What follows belongs to an exercise in optimizing a design on an open flow for small area, a short achievable clock period and few clock cycles per item; a production flow would make more cautious choices. Function was checked by simulation only, so behaviour that the tests miss may differ from the original. Power figures rest on the tool's default switching activity, not on a simulated workload.

==> flow/design.v <==
`timescale 1ns / 1ps
module rotate_left_vector #(
    parameter N = 125
) (
    input  wire [N-1:0] d_vec,
    input  wire [3:0]   h,
    input  wire [3:0]   m,
    input  wire [3:0]   l,
    output wire [62:0]  out_vector
);
  wire [N+2:0] d = {d_vec, 3'b0};
  reg [77:0] a;
  reg [65:0] b;
  reg [62:0] o;
  integer i;
  always @* begin
    for (i = 0; i < 78; i = i + 1)
      a[77-i] = (h[0] & d[N+2-i]) | (h[1] & d[N+2-i-16]) | (h[2] & d[N+2-i-32]) |
                (h[3] & d[N+2-i-48]);
    for (i = 0; i < 66; i = i + 1)
      b[65-i] = (m[0] & a[77-i]) | (m[1] & a[73-i]) | (m[2] & a[69-i]) | (m[3] & a[65-i]);
    for (i = 0; i < 63; i = i + 1)
      o[62-i] = (l[0] & b[65-i]) | (l[1] & b[64-i]) | (l[2] & b[63-i]) | (l[3] & b[62-i]);
  end
  assign out_vector = o;
endmodule
module double_block (
    input  wire [62:0]  x,
    input  wire [3:0]   h,
    input  wire [3:0]   m,
    input  wire [3:0]   l,
    output wire [124:0] out_vector
);
  reg [124:0] s1, s2, s3;
  reg [124:0] wide;
  integer k;
  always @* begin
    wide = {x, 62'b0};
    for (k = 0; k < 125; k = k + 1) begin
      s1[124-k] = (h[0] & wide[124-k]) |
                  (h[1] & (k >= 16 ? wide[124-k+16] : 1'b0)) |
                  (h[2] & (k >= 32 ? wide[124-k+32] : 1'b0)) |
                  (h[3] & (k >= 48 ? wide[124-k+48] : 1'b0));
    end
    for (k = 0; k < 125; k = k + 1) begin
      s2[124-k] = (m[0] & s1[124-k]) |
                  (m[1] & (k >= 4 ? s1[124-k+4] : 1'b0)) |
                  (m[2] & (k >= 8 ? s1[124-k+8] : 1'b0)) |
                  (m[3] & (k >= 12 ? s1[124-k+12] : 1'b0));
    end
    for (k = 0; k < 125; k = k + 1) begin
      s3[124-k] = (l[0] & s2[124-k]) |
                  (l[1] & (k >= 1 ? s2[124-k+1] : 1'b0)) |
                  (l[2] & (k >= 2 ? s2[124-k+2] : 1'b0)) |
                  (l[3] & (k >= 3 ? s2[124-k+3] : 1'b0));
    end
  end
  assign out_vector = wide | s3;
endmodule
`timescale 1ns / 1ps
module ldpc_encoder (
    input  wire        clk,
    input  wire        rst_n,
    input  wire        start_input,
    input  wire        start_conf_input,
    input  wire [63:0] data_in,
    output wire [63:0] data_out,
    output wire        done
);
  localparam NR = 12;
  localparam NC = 24;
  localparam S_IDLE = 2'd0;
  localparam S_CONF = 2'd1;
  localparam S_ENC = 2'd2;
  reg [1:0] state;
  reg [6:0] cyc;
  reg f_gshift, f_s1msg, f_tot, f_keep, f_first, f_msgout, f_clr;
  reg done_r;
  reg [3:0] rows;
  reg [4:0] cols;
  reg [5:0] zsz;
  reg [NR*NC*6-1:0] g;
  always @(posedge clk) begin
    if (state == S_IDLE && start_conf_input) begin
      rows <= data_in[3:0];
      cols <= data_in[12:8];
      zsz <= data_in[21:16];
    end
    if (f_gshift) g <= {data_in, g[NR*NC*6-1:64]};
  end
  reg fm_ok, fmode;
  integer fc, fj;
  always @* begin
    fm_ok = (rows >= 4'd3);
    for (fc = 1; fc <= NR - 2; fc = fc + 1)
      for (fj = fc; fj <= NR - 2; fj = fj + 1)
        if (fj + 2 <= rows)
          fm_ok = fm_ok && ((fj == fc) ? (g[(fc*NC+fj)*6+:6] == 6'd0) :
                                         (g[(fc*NC+fj)*6+:6] == 6'h3f));
  end
  always @(posedge clk) fmode <= fm_ok;
  reg [6:0] k_t0;       
  reg [6:0] e_nm;       
  reg [6:0] e_f;        
  reg [6:0] e_ch;       
  reg [6:0] e_ld;       
  reg [6:0] e_kp;       
  reg [6:0] e_mo;       
  reg [6:0] e_last;     
  reg [6:0] k_last;     
  wire [62:0] zmask = ~({63{1'b1}} >> zsz);
  reg [3:0] zh, zm, zl;   
  reg [NC-1:0] oh_r;    
  reg [NC-1:0] oh_r1;   
  reg [NR-1:0] th_r;    
  reg [NR-1:0] p_st;    
  reg [NR-1:0] p_lst;   
  wire [6:0] r7 = {3'b0, rows};
  wire [6:0] c7 = {2'b0, cols};
  integer r;
  always @(posedge clk) begin
    if (fmode || rows == 4'd1 || c7 + r7 + r7 <= 7'd28) k_t0 <= 7'd29 - r7;
    else k_t0 <= 7'd56 - r7;
    e_nm <= c7 - r7 - 7'd1;
    e_f <= c7 - r7 + 7'd1;
    e_ch <= fmode ? 7'd0 : c7 + r7 - 7'd3;
    e_ld <= k_t0 - 7'd2;
    e_kp <= k_t0 + r7 - 7'd4;
    e_mo <= k_t0 + r7 - 7'd2;
    e_last <= k_t0 + c7 - 7'd2;
    k_last <= k_t0 + c7 - 7'd1;
    zh <= 4'b1 << zsz[5:4];
    zm <= 4'b1 << zsz[3:2];
    zl <= 4'b1 << zsz[1:0];
    for (r = 0; r < NC; r = r + 1) begin
      oh_r[r] <= (rows == r);
      oh_r1[r] <= (rows == r + 1);
    end
    for (r = 0; r < NR; r = r + 1) begin
      th_r[r] <= (r < rows);
      p_st[r] <= (fmode || rows == 4'd1) ? (r == 0) : (r == 1);
      p_lst[r] <= fmode ? (rows == r + 2) : (rows == r + 1);
    end
  end
  wire [6:0] c6 = cyc;
  wire n_enc = (state == S_IDLE) ? (start_input && !start_conf_input) :
               (state == S_ENC) && (c6 != k_last);
  wire n_conf = (state == S_IDLE) ? start_conf_input : (state == S_CONF) && (cyc != 7'd28);
  wire n_s1msg = n_enc && c6 <= e_nm;
  wire n_first = n_enc && c6 == e_f;
  wire [6:0] d_f = c6 - e_f;
  wire n_lch = n_enc && !fmode && c6 > e_f && c6 <= e_ch && !d_f[0];
  wire n_lch0 = n_lch && d_f == 7'd2;
  wire n_load = n_enc && c6 >= e_ld && c6 < e_mo;
  wire n_tot = n_first || (n_enc && fmode && c6 == e_ld);
  wire n_keep = n_enc && fmode && c6 > e_ld && c6 <= e_kp;
  wire n_msgout = n_enc && c6 >= e_mo && c6 <= e_last;
  always @(posedge clk or negedge rst_n) begin
    if (!rst_n) begin
      state <= S_IDLE;
      cyc <= 7'd0;
      f_gshift <= 1'b0;
      f_s1msg <= 1'b0;
      f_tot <= 1'b0;
      f_keep <= 1'b0;
      f_first <= 1'b0;
      f_msgout <= 1'b0;
      f_clr <= 1'b0;
      done_r <= 1'b0;
    end else begin
      state <= n_conf ? S_CONF : n_enc ? S_ENC : S_IDLE;
      cyc <= (n_conf || n_enc) ? cyc + 7'd1 : 7'd0;
      f_gshift <= n_conf && cyc != 7'd0;
      f_s1msg <= n_s1msg;
      f_tot <= n_tot;
      f_keep <= n_keep;
      f_first <= n_first;
      f_msgout <= n_msgout;
      f_clr <= n_enc && cyc == 7'd0;
      done_r <= n_enc && c6 > e_ld;
    end
  end
  reg [NC-1:0] gsel;    
  reg [NR-1:0] rth;     
  reg [NR-1:0] rmask;   
  reg [NR-1:0] psel;    
  always @(posedge clk) begin
    if (state == S_IDLE || !n_enc) gsel <= oh_r;
    else if (n_s1msg) gsel <= gsel << 1;
    else if (n_first) gsel <= oh_r1;
    else if (n_lch) gsel <= gsel >> 1;
    if (n_first) rth <= th_r & ~12'b1;
    else if (n_lch) rth <= rth & (rth >> 1);
    if (n_s1msg) rmask <= th_r;
    else if (n_first) rmask <= th_r & ~12'b1;
    else if (n_lch) rmask <= rth & (rth >> 1);
    else rmask <= 12'b0;
    if (n_lch0) psel <= oh_r1[NR-1:0];
    else if (n_lch) psel <= psel >> 1;
    else if (n_enc && c6 == e_ld) psel <= p_st;
    else if (n_load) psel <= (psel & p_lst) != 12'b0 ? 12'b1 : psel << 1;
    else if (!(n_enc && !fmode && c6 > e_f && c6 <= e_ch)) psel <= 12'b0;
  end
  reg [62:0] sr[0:26];
  integer i;
  always @(posedge clk) begin
    sr[0] <= f_s1msg ? data_in[63:1] : sr[26];
    for (i = 1; i < 27; i = i + 1) sr[i] <= sr[i-1];
  end
  reg [62:0] acc[0:NR-1];
  reg [62:0] acc_next[0:NR-1];
  reg [62:0] total;
  reg [62:0] accsel;
  wire [62:0] rot[0:NR-1];
  always @* begin
    total = 63'b0;
    accsel = 63'b0;
    for (r = 0; r < NR; r = r + 1) begin
      acc_next[r] = (acc[r] & {63{~f_clr}}) ^ rot[r];
      total = total ^ acc[r];
      accsel = accsel | ({63{psel[r]}} & acc[r]);
    end
  end
  wire [62:0] total_g = total & zmask & {63{f_tot}};
  reg [124:0] d_reg;
  reg [3:0] sh[0:NR-1], sm[0:NR-1], sl[0:NR-1];
  wire [62:0] s1_x = (data_in[63:1] & zmask & {63{f_s1msg}}) | total_g | (accsel & zmask);
  wire [124:0] s1_dup;
  double_block u_dbl (
      .x(s1_x),
      .h(zh),
      .m(zm),
      .l(zl),
      .out_vector(s1_dup)
  );
  reg [5:0] gcv;
  integer c;
  always @(posedge clk) begin
    d_reg <= s1_dup;
    for (r = 0; r < NR; r = r + 1) begin
      gcv = 6'd0;
      for (c = 0; c < NC; c = c + 1)
        gcv = gcv | ({6{gsel[c]}} & g[(r*NC+c)*6+:6]);
      sh[r] <= 4'b1 << gcv[5:4];
      sm[r] <= 4'b1 << gcv[3:2];
      sl[r] <= {4{rmask[r] && gcv != 6'h3f}} & (4'b1 << gcv[1:0]);
    end
  end
  genvar gr;
  generate
    for (gr = 0; gr < NR; gr = gr + 1) begin : g_row
      rotate_left_vector #(.N(125)) u_rot (
          .d_vec(d_reg),
          .h(sh[gr]),
          .m(sm[gr]),
          .l(sl[gr]),
          .out_vector(rot[gr])
      );
    end
  endgenerate
  always @(posedge clk) begin
    for (r = 1; r < NR; r = r + 1) acc[r] <= acc_next[r];
    acc[0] <= f_first ? total : acc_next[0];
  end
  reg [62:0] out_reg;
  wire [62:0] p_new = (accsel & zmask) ^ total_g ^ (out_reg & {63{f_keep}});
  always @(posedge clk) out_reg <= p_new | (sr[26] & {63{f_msgout}});
  assign data_out = {out_reg, 1'b0};
  assign done = done_r;
endmodule
export LEC_CHECK = 0
export CAP_MARGIN = 30
export CORE_MARGIN = 2
export CORE_UTILIZATION = 45
export CTS_CLUSTER_DIAMETER = 60
export CTS_CLUSTER_SIZE = 30
export SLEW_MARGIN = 30
create_clock -name core_clock -period 12.0 [get_ports {clk}]
standard.sh (not shown) runs the stock make flow with config.mk's settings and CLKGATE_MAP_FILE= SYNTH_SCRIPT=/design/flow/synth_recipe.tcl, a recipe that flattens the netlist after the stock synthesis.
==> flow/flow/run.sh <==
#!/bin/bash
# The standard layout (standard.sh), with these settings changed:
#  - repair_timing aims for 8.0 ns of setup slack instead of 0, so the layout
#    is optimised for speed (the clock period and constraints are unchanged);
#  - the port buffers are sky130_fd_sc_hd__buf_4 rather than the cell the
#    resizer picks by default (a delay cell);
#  - more antenna-repair passes after detailed routing.
# make's full output goes to flow.log in the work folder; ORFS keeps each
# step's log under orfs/logs.
set -euo pipefail
sed "s/CLKGATE_MAP_FILE= /CLKGATE_MAP_FILE= SETUP_SLACK_MARGIN=8.0 MAX_REPAIR_ANTENNAS_ITER_DRT=15 'BUFFER_PORTS_ARGS=-buffer_cell sky130_fd_sc_hd__buf_4' /" \
  standard.sh > standard_tuned.sh
bash standard_tuned.sh > flow.log 2>&1
Testbench counts at the start, summed over its fixed seeds: cycles 9,664, items 192.
Rerun with:
--- a/flow/design.v
+++ b/flow/design.v
@@ -75,4 +75,5 @@
   reg [1:0] state;
   reg [6:0] cyc;
+  reg [1:0] ph;    
   reg f_gshift, f_s1msg, f_tot, f_keep, f_first, f_msgout, f_clr;
   reg done_r;
@@ -103,5 +104,5 @@
   reg [6:0] e_nm;       
   reg [6:0] e_f;        
-  reg [6:0] e_ch;       
+  reg [6:0] e_lc;       
   reg [6:0] e_ld;       
   reg [6:0] e_kp;       
@@ -118,11 +119,13 @@
   wire [6:0] r7 = {3'b0, rows};
   wire [6:0] c7 = {2'b0, cols};
+  wire [6:0] t0_lc = (rows == 4'd1) ? c7 + 7'd3 : c7 + r7 + r7;
   integer r;
   always @(posedge clk) begin
-    if (fmode || rows == 4'd1 || c7 + r7 + r7 <= 7'd28) k_t0 <= 7'd29 - r7;
-    else k_t0 <= 7'd56 - r7;
+    if (fmode || t0_lc + r7 <= 7'd30) k_t0 <= 7'd30 - r7;
+    else if (t0_lc + r7 <= 7'd53) k_t0 <= 7'd53 - r7;
+    else k_t0 <= 7'd76 - r7;
     e_nm <= c7 - r7 - 7'd1;
     e_f <= c7 - r7 + 7'd1;
-    e_ch <= fmode ? 7'd0 : c7 + r7 - 7'd3;
+    e_lc <= c7 + r7 + r7 - 7'd5;
     e_ld <= k_t0 - 7'd2;
     e_kp <= k_t0 + r7 - 7'd4;
@@ -149,7 +152,8 @@
   wire n_s1msg = n_enc && c6 <= e_nm;
   wire n_first = n_enc && c6 == e_f;
-  wire [6:0] d_f = c6 - e_f;
-  wire n_lch = n_enc && !fmode && c6 > e_f && c6 <= e_ch && !d_f[0];
-  wire n_lch0 = n_lch && d_f == 7'd2;
+  wire [1:0] ph_n = n_first ? 2'd0 : (ph == 2'd2) ? 2'd0 : ph + 2'd1;
+  wire in_lc = n_enc && !fmode && c6 > e_f && c6 <= e_lc + 7'd1;
+  wire n_cbld = in_lc && ph_n == 2'd0 && c6 <= e_lc;
+  wire n_s1cb = n_enc && (c6 == e_f + 7'd1 || (in_lc && ph_n == 2'd1));
   wire n_load = n_enc && c6 >= e_ld && c6 < e_mo;
   wire n_tot = n_first || (n_enc && fmode && c6 == e_ld);
@@ -160,4 +164,5 @@
       state <= S_IDLE;
       cyc <= 7'd0;
+      ph <= 2'd0;
       f_gshift <= 1'b0;
       f_s1msg <= 1'b0;
@@ -171,4 +176,5 @@
       state <= n_conf ? S_CONF : n_enc ? S_ENC : S_IDLE;
       cyc <= (n_conf || n_enc) ? cyc + 7'd1 : 7'd0;
+      ph <= ph_n;
       f_gshift <= n_conf && cyc != 7'd0;
       f_s1msg <= n_s1msg;
@@ -188,23 +194,22 @@
     if (state == S_IDLE || !n_enc) gsel <= oh_r;
     else if (n_s1msg) gsel <= gsel << 1;
-    else if (n_first) gsel <= oh_r1;
-    else if (n_lch) gsel <= gsel >> 1;
-    if (n_first) rth <= th_r & ~12'b1;
-    else if (n_lch) rth <= rth & (rth >> 1);
+    else if (n_s1cb && c6 == e_f + 7'd1) gsel <= oh_r1;
+    else if (n_s1cb) gsel <= gsel >> 1;
+    if (n_s1cb && c6 == e_f + 7'd1) rth <= th_r & ~12'b1;
+    else if (n_s1cb) rth <= rth & (rth >> 1);
     if (n_s1msg) rmask <= th_r;
-    else if (n_first) rmask <= th_r & ~12'b1;
-    else if (n_lch) rmask <= rth & (rth >> 1);
+    else if (n_s1cb && c6 == e_f + 7'd1) rmask <= th_r & ~12'b1;
+    else if (n_s1cb) rmask <= rth & (rth >> 1);
     else rmask <= 12'b0;
-    if (n_lch0) psel <= oh_r1[NR-1:0];
-    else if (n_lch) psel <= psel >> 1;
+    if (n_cbld) psel <= rth & ~(rth >> 1);    
     else if (n_enc && c6 == e_ld) psel <= p_st;
     else if (n_load) psel <= (psel & p_lst) != 12'b0 ? 12'b1 : psel << 1;
-    else if (!(n_enc && !fmode && c6 > e_f && c6 <= e_ch)) psel <= 12'b0;
-  end
-  reg [62:0] sr[0:26];
+    else psel <= 12'b0;
+  end
+  reg [62:0] sr[0:22];
   integer i;
   always @(posedge clk) begin
-    sr[0] <= f_s1msg ? data_in[63:1] : sr[26];
-    for (i = 1; i < 27; i = i + 1) sr[i] <= sr[i-1];
+    sr[0] <= f_s1msg ? data_in[63:1] : sr[22];
+    for (i = 1; i < 23; i = i + 1) sr[i] <= sr[i-1];
   end
   reg [62:0] acc[0:NR-1];
@@ -222,8 +227,8 @@
     end
   end
-  wire [62:0] total_g = total & zmask & {63{f_tot}};
   reg [124:0] d_reg;
   reg [3:0] sh[0:NR-1], sm[0:NR-1], sl[0:NR-1];
-  wire [62:0] s1_x = (data_in[63:1] & zmask & {63{f_s1msg}}) | total_g | (accsel & zmask);
+  reg [62:0] out_reg;
+  wire [62:0] s1_x = ((data_in[63:1] & {63{f_s1msg}}) | out_reg) & zmask;
   wire [124:0] s1_dup;
   double_block u_dbl (
@@ -263,7 +268,6 @@
     acc[0] <= f_first ? total : acc_next[0];
   end
-  reg [62:0] out_reg;
-  wire [62:0] p_new = (accsel & zmask) ^ total_g ^ (out_reg & {63{f_keep}});
-  always @(posedge clk) out_reg <= p_new | (sr[26] & {63{f_msgout}});
+  wire [62:0] p_new = accsel ^ (total & {63{f_tot}}) ^ (out_reg & {63{f_keep}});
+  always @(posedge clk) out_reg <= p_new | (sr[4] & {63{f_msgout}});
   assign data_out = {out_reg, 1'b0};
   assign done = done_r;
Result:
- The new run completed without violations
- wire length climbs by 3.4%
- clock power drops by about 10%
- core utilization hardly moves
- sequential power drops by about 5%
- setup slack is worse by 150 ps
- die area drops by 3.2%
- via count climbs by 0.89%
- critical path depth drops by 4
- design area drops by 3.4%
- area after synthesis drops by 3.2%
- sequential share of layout area drops by 0.48 points
- total power drops by 11%
- fmax drops by 3.5%
- non-clock buffer count climbs by 88
Testbench counts after the change, summed over its fixed seeds: cycles 9,856, items 192.

## what the ideal ports hide
The results above use ideal ports. As a check the final layouts listed here were re-extracted and re-timed, cells and wires unchanged. Step 1, drivers: a clkbuf_16 drives clk and a buf_2 each remaining input, both assumed. Step 2 moves the port delays by t, midway between the first and last clock arrival at a register: inputs arrive t later, outputs are due t later. That takes back most of the time a late clock gives input paths. Slacks: ideal / step 1 / step 2; pairs: ideal / step 1.
run | t (ns) | slack for setup (ns) | worst slew at a driven data input, ns
the first run | 1.165 | 7.790 / 7.790 / 6.900 | 0.11
the second run | 1.160 | 7.638 / 7.638 / 6.994 | 0.09
After both steps every run listed still meets setup and hold. For the first run, which loses most, drivers alone change the setup slack by 0.000 ns; drivers and shift together by -0.890 ns.
